From an optimization exercise on the open Yosys and OpenROAD flow, aimed at small area, a short achievable clock period and few clock cycles per item; shortcuts taken in it are not production practice.
In this exercise RTL edits were held to simulation tests only and were not proved equivalent to the original.

## flow/design.v (module list and top-level ports; edited modules follow where they fit)
// module INV: 1570 lines
// module FA: 4 lines
// module FAX: 6 lines
// module XOR2: 3 lines
// module MAJ3: 3 lines
// module HA: 4 lines
module INV #(
    parameter DATA_W    = 32,
    parameter INT_BITS  = 8,
    parameter FRAC_BITS = 24,
    parameter N_ITER    = 3
)(
    input  wire                 clk,
    input  wire                 rstn,
    input  wire                 start,
    input  wire [DATA_W-1:0]    dd,      
    output wire [DATA_W-1:0]    q,       
    output reg                  done
);
  // ...
==> flow/flow/run.sh <==
#!/bin/bash
set -e
cp standard.sh standard_sh_copy.log
cp config.mk config_orig_copy.log
cat >> config.mk <<'EOC'
export SETUP_SLACK_MARGIN = 6.5
EOC
bash standard.sh > standard_flow.log 2>&1
==> flow/standard.sh <==
#!/bin/bash
# synth_recipe.tcl (not shown) runs the flow's synth.tcl, then flattens the netlist and writes it again
# the make line also repeats each setting of config.mk as NAME=value (left out here)
make -C /OpenROAD-flow-scripts/flow DESIGN_CONFIG=/design/flow/config.mk WORK_HOME=/design/flow/orfs CLKGATE_MAP_FILE= SYNTH_SCRIPT=/design/flow/synth_recipe.tcl "${@:-finish}"
==> flow/config.mk <==
export PLATFORM = sky130hd
export DESIGN_NAME = INV
export DESIGN_NICKNAME = INV
export VERILOG_FILES = /design/flow/design.v
export SDC_FILE = /design/flow/constraint.sdc
export NUM_CORES = 4
export LEC_CHECK = 0
export ABC_AREA = 1
export CAP_MARGIN = 20
export CORE_MARGIN = 2
export CORE_UTILIZATION = 40
export SLEW_MARGIN = 20
export SYNTH_HIERARCHICAL = 1
export SYNTH_MINIMUM_KEEP_SIZE = 0
export SETUP_SLACK_MARGIN = 6.5
==> flow/constraint.sdc <==
create_clock -name core_clock -period 12.0 [get_ports {clk}]
set_input_delay 2.4000 -clock core_clock [delete_from_list [all_inputs] [get_ports {clk}]]
set_output_delay 2.4000 -clock core_clock [all_outputs]
set_load 0.01 [all_outputs]
==> results.rst, run 1 <==
.. list-table::
   :header-rows: 1

   * - Metric
     - Value
   * - Run status
     - timing/DRC/antenna clean
   * - Final-stage net count
     - 4,231
   * - Sequential element share of the synthesized area
     - 12.2%
   * - Crit path from
     - a[31]
   * - Register-to-register path setup slack
     - 6.06 ns
   * - R2R cell count
     - 22
   * - Die H
     - 277 µm
   * - Repair and plain buffers
     - 258
   * - Type of destination of the critical path
     - flip-flop
   * - Max Cap Violations
     - 0
   * - Met3 wirelength from detailed routing
     - 15,500 µm
   * - DR WL met2
     - 53,300 µm
   * - Worst hold path class
     - flip-flop to flip-flop
   * - Beginning of the worst hold path
     - x[31]
   * - Met3 layer usage reported by global route
     - 8.93%
   * - Top post-synthesis cells by area
     - fa_1 30%, xor2_1 16%, o22ai_1 10%
   * - Critical Path Slowest Stage Cell
     - fa_2
   * - Most common cell after layout, fill and taps aside
     - nand2_1
   * - Count of clock-net buffers in the final layout
     - 19
   * - Post-synthesis share of cell area spent on xor and xnor gates
     - 16.7%
   * - Area used by multi-input combinational logic
     - 0.0257 mm²
   * - Initial DRT Pass Iterations
     - 8
   * - Routed vias
     - 27,800
   * - Number of combinational gates with multiple inputs
     - 2,792
   * - Synth top area share
     - 30.2%
   * - Well Taps
     - 969
   * - Resize count post-CTS
     - 613
   * - Critical Path RT
     - 12.21 ns
   * - Worst Setup Slack post-DPL
     - 5.14 ns
   * - Proportion of cell area occupied by multi-input gates
     - 71.3%
   * - Vias per std cell
     - 6.00
   * - Family with the most delay on the worst path
     - adder cells
   * - Most crowded layer after global routing
     - met2
   * - Placer's final routability congestion estimate
     - 0.977
   * - Port buffer count
     - 67
Testbench counts, summed over its fixed seeds: cycles 9,600, items 1,600.
==> run 2, diff against run 1 <==
==> flow/run.sh (new file) <==
#!/bin/bash
# synth_recipe.tcl (not shown) runs the flow's synth.tcl, then flattens the netlist and writes it again
# the make line also repeats each setting of config.mk as NAME=value (left out here)
make -C /OpenROAD-flow-scripts/flow DESIGN_CONFIG=/design/flow/config.mk WORK_HOME=/design/flow/orfs CLKGATE_MAP_FILE= SYNTH_SCRIPT=/design/flow/synth_recipe.tcl finish
--- a/flow/config.mk
+++ b/flow/config.mk
@@ -9,7 +9,7 @@
 export CAP_MARGIN = 20
 export CORE_MARGIN = 2
 export CORE_UTILIZATION = 40
+export SETUP_SLACK_MARGIN = 5
 export SLEW_MARGIN = 20
 export SYNTH_HIERARCHICAL = 1
 export SYNTH_MINIMUM_KEEP_SIZE = 0
-export SETUP_SLACK_MARGIN = 6.5
removed: flow/flow/run.sh
removed: flow/standard.sh
==> run 2 against run 1 <==
  * Still clean on timing, DRC and antenna
  * Die area did not move
  * Worst setup slack got worse by 0.90 ns
  * Utilization fell by 5.6 points
  * Final cell count fell by 2.6%
  * Critical endpoint is now x[7]
  * Largest cell class unchanged
==> results.rst, run 2 <==
.. list-table::
   :header-rows: 1

   * - Metric
     - Value
   * - Worst flop-to-flop path endpoint
     - x[7] (was x[30])
   * - Cell type with the largest total area after synthesis
     - fa_1 (unchanged)
   * - Number of standard cells in the layout, taps in and fillers out
     - 4,506 (was 4,628)
   * - Global-route wire length before repair
     - 175,000 µm (was 184,000 µm)
   * - Initial DRT Pass Iterations
     - 6 (was 8)
   * - Fraction of layout cells with a size suffix above 1
     - 5.32% (was 20.6%)
   * - Clock tree root driver cell
     - clkbuf_16 (unchanged)
   * - Vias per std cell
     - 5.92 (was 6.00)
   * - Final-stage net count
     - 4,110 (was 4,231)
   * - Type of destination of the critical path
     - flip-flop (unchanged)
   * - Max Cap Violations
     - 0 (unchanged)
   * - Cell with the most instances after synthesis
     - nand2_1 (unchanged)
   * - Worst reg2reg path startpoint
     - a[15] (was a[31])
   * - H-tree level count
     - 4 (unchanged)
   * - Count of cell types in the netlist
     - 51 (unchanged)
   * - Count of cells along the worst hold path
     - 2 (unchanged)
   * - Final Critical Period
     - 6.84 ns (was 5.94 ns)
   * - Worst-case clock buffer depth
     - 2 (unchanged)
   * - Remaining Overflow, GRT
     - 0 (unchanged)
   * - Area enclosed by the die boundary
     - 0.0768 mm² (unchanged)
   * - Routed wire length
     - 116,000 µm (was 123,000 µm)
   * - Largest regs
     - a x32, d x32, x x32 (unchanged)
   * - Final cycle utilization of the critical path
     - 57.0% (was 49.5%)
   * - Worst Setup Slack post-DPL
     - 5.16 ns (was 5.14 ns)
   * - DP Area
     - 0.0313 mm² (about the same)
   * - Critical Path RT
     - 12.31 ns (was 12.21 ns)
   * - Transition at the pin with the smallest max-transition slack
     - 1.08 ns (was 1.00 ns)
   * - Placeable core region
     - 0.0742 mm² (unchanged)
   * - Post-route DRC violation count
     - 0 (unchanged)
   * - Maximum clock rate
     - 146 MHz (was 168 MHz)
   * - Post-route cell area
     - 0.0319 mm² (was 0.0361 mm²)
   * - Clock buffers created by TritonCTS
     - 17 (unchanged)
   * - WL/cell
     - 25.8 µm (was 26.6 µm)
   * - Number of placement rows
     - 100 (unchanged)
   * - Summed instance area of the synthesized netlist
     - 0.0299 mm² (unchanged)
   * - Crit path max fanout
     - 32 (was 8)
   * - RSZ-0062 raised after global routing
     - no (was yes)
   * - Critical path data arrival time
     - 7.15 ns (was 6.15 ns)
   * - Clock insertion delay at the later pin of the skew report
     - 0.46 ns (was 0.47 ns)
   * - Leading cell types in the layout, fill and taps excluded
     - 682 x nand2_1, 545 x xor2_1, 485 x o22ai_1 (was 554 x nand2_1, 526 x xor2_1, 440 x o22ai_1)
   * - Antenna Violating Nets Remaining
     - 0 (unchanged)
   * - Max Clock Skew
     - 0.0158 ns (was 0.0269 ns)
   * - Number of endpoints failing setup at the final stage
     - 0 (unchanged)
   * - Worst-case headroom to the max-slew limit
     - 28.0% (was 32.7%)
   * - Sequential element share of the synthesized area
     - 12.2% (unchanged)
   * - Top FF cell, synth
     - dfxtp_1 (unchanged)
   * - Layout-stage area growth over the synthesis result
     - 6.94% (was 20.9%)
   * - Number of antenna violations at the first check in global routing
     - 0 (was 2)
   * - R2R cell count
     - 21 (was 22)
   * - Port buffer count
     - 67 (unchanged)
   * - Min Hold Slack
     - 0.495 ns (was 0.515 ns)
   * - Synth warnings
     - 7 (unchanged)
   * - Placed wire-length estimate
     - 80,600 µm (was 83,100 µm)
   * - Clock net sink count
     - 149 (unchanged)
   * - Die H
     - 277 µm (unchanged)
   * - Hold_buf cts
     - 0 (unchanged)
   * - CP endpoint
     - x[7] (was x[30])
   * - Beginning of the worst hold path
     - d[0] (was x[31])
   * - Clock slew at reported path FFs
     - 0.08 ns (was 0.07 ns)
   * - Crit path from
     - a[15] (was a[31])
   * - Antenna Cells
     - 0 (was 1)
   * - Synth top area share
     - 30.2% (unchanged)
   * - Register-to-register path setup slack
     - 5.16 ns (was 6.06 ns)
   * - Slack of the critical path
     - 5.16 ns (was 6.06 ns)
   * - Share of synthesized flip-flops with an asynchronous set or reset
     - 2.68% (unchanged)
   * - Final core utilization
     - 43.0% (was 48.6%)
   * - Worst hold path class
     - flip-flop to flip-flop (unchanged)
   * - Cells after Synth
     - 3,617 (unchanged)
   * - Kind of launch point of the worst setup path
     - flip-flop (unchanged)
   * - Number of register bits inferred by synthesis
     - 149 (unchanged)
   * - Number of placed I/O pins
     - 68 (unchanged)
   * - Synth top cells by count
     - 682 x nand2_1, 545 x xor2_1, 485 x o22ai_1 (unchanged)
   * - Pin count of the biggest net entering global routing
     - 80 (was 70)
   * - GRT Total Usage
     - 30.3% (was 32.0%)
   * - Synth Area per Inst
     - 8.25 µm² (unchanged)
   * - Die Width
     - 277 µm (unchanged)
   * - Most common cell after layout, fill and taps aside
     - nand2_1 (unchanged)
   * - Pins over their slew limit
     - 0 (unchanged)
   * - Final hold violation count
     - 0 (unchanged)
   * - Path type of the worst setup path
     - flip-flop to flip-flop (unchanged)
   * - CTS tree
     - done (unchanged)
   * - Via count of the first global-routing pass
     - 27,300 (was 28,000)
   * - Number of synthesized flops with an enable pin
     - 64 (unchanged)
   * - Routed vias
     - 26,700 (was 27,800)
   * - Placed Cells
     - 4,471 (was 4,474)
   * - Iter 0 DRT Violations
     - 3,055 (was 3,588)
   * - Run status
     - timing/DRC/antenna clean (unchanged)
   * - Setup TNS
     - 0 ns (unchanged)
   * - Starting Density
     - 40.2% (unchanged)
   * - Top post-synthesis cells by area
     - fa_1 30%, xor2_1 16%, o22ai_1 10% (unchanged)
   * - Placer's final routability congestion estimate
     - 1.00 (was 0.977)
[run 2: final cells by class]
| type | count | area [µm²] |
|---|---|---|
| timing repair buffer | 145 | 1260 |
| clock buffer | 20 | 479 |
| multi-input combinational | 2792 | 23600 |
| fill | 7444 | 42300 |
| sequential | 149 | 3670 |
| tap | 969 | 1210 |
| clock inverter | 12 | 106 |
| inverter | 419 | 1590 |
[run 2: cell families (layout without fill, tap and decap cells)]
kind of cell    count (synthesis)  in the layout  synth area share [%]
simple gates                 1011           1011                  14.0
mux                             2              2                0.0671
other cells                     1             13                0.0126
fa+ha+maj                     551            551                  34.4
xor+xnor                      568            568                  16.7
compound gates                647            647                  13.7
flops                         149            149                  12.2
buf+inv                       688            596                  8.89
[run 2: layer usage]
layer | GRT usage (%) | wire [µm] | vias up | share of wire [%]
met5 | 0 | 0 | - | 0
met4 | 12.4 | 5520 | 0 | 4.8
li1 | - | - | 11600 | -
met1 | 40.5 | 46100 | 12900 | 40
met3 | 8.08 | 13900 | 351 | 12
met2 | 46.6 | 50700 | 1872 | 44
[run 2: modules after synthesis (local to each module, per instance)]
module | area (µm²) | flops+latches | times used
INV | 20300 | 149 | 1
FA | 20.0 | 0 | 450
HA | 12.5 | 0 | 42
[run 2: what timing repair did]
action	CTS	global route
gates resized for setup	0	11
setup endpoints to repair	0	26
setup buffers	0	3
[run 2: how the worst min path moves through the flow]
stage                    end  slack, ns
global placement    b_one[0]       0.48
global route        b_one[0]       0.52
detailed placement  b_one[0]       0.47
CTS                 b_one[0]       0.49
finish              b_one[0]       0.50
floorplan           b_one[0]       0.46
[run 2: critical path, cell delays in order, from the launching register on]
cell     delay, ns
dfxtp_1       0.36
inv_2         0.76
o22ai_1       0.17
xor2_1        0.21
fa_1          0.58
fa_1          0.46
fa_1          0.61
fa_1          0.46
fa_1          0.60
fa_1          0.45
ha_1          0.40
nand2_1       0.13
nor2_1        0.19
inv_1         0.11
nor2_2        0.27
nand2_1       0.16
inv_1         0.08
nand2_1       0.05
nand2_1       0.11
xor2_1        0.29
nand2_1       0.09
nand2_1       0.11

## re-timing with driven ports
How much do the figures lean on ideal ports? The routed layouts below were timed once more, with nothing changed but the port constraints.
Step 1 assumes that a clkbuf_16 drives the clock port and a buf_2 every other input.
Step 2 moves the port delays by t, midway between the first and last clock arrival at a register: inputs arrive t later, outputs are due t later. That takes back most of the time a late clock gives input paths.
Slacks: no drivers / after step 1 / after step 2; pairs: no drivers / after step 1.
run	shift t [ns]	slack for setup (ns)	pins driven straight from the clock port
run 1	0.508	6.060 / 6.060 / 6.060	1
run 2	0.506	5.164 / 5.164 / 5.164	1
After both steps every run listed still meets setup and hold.
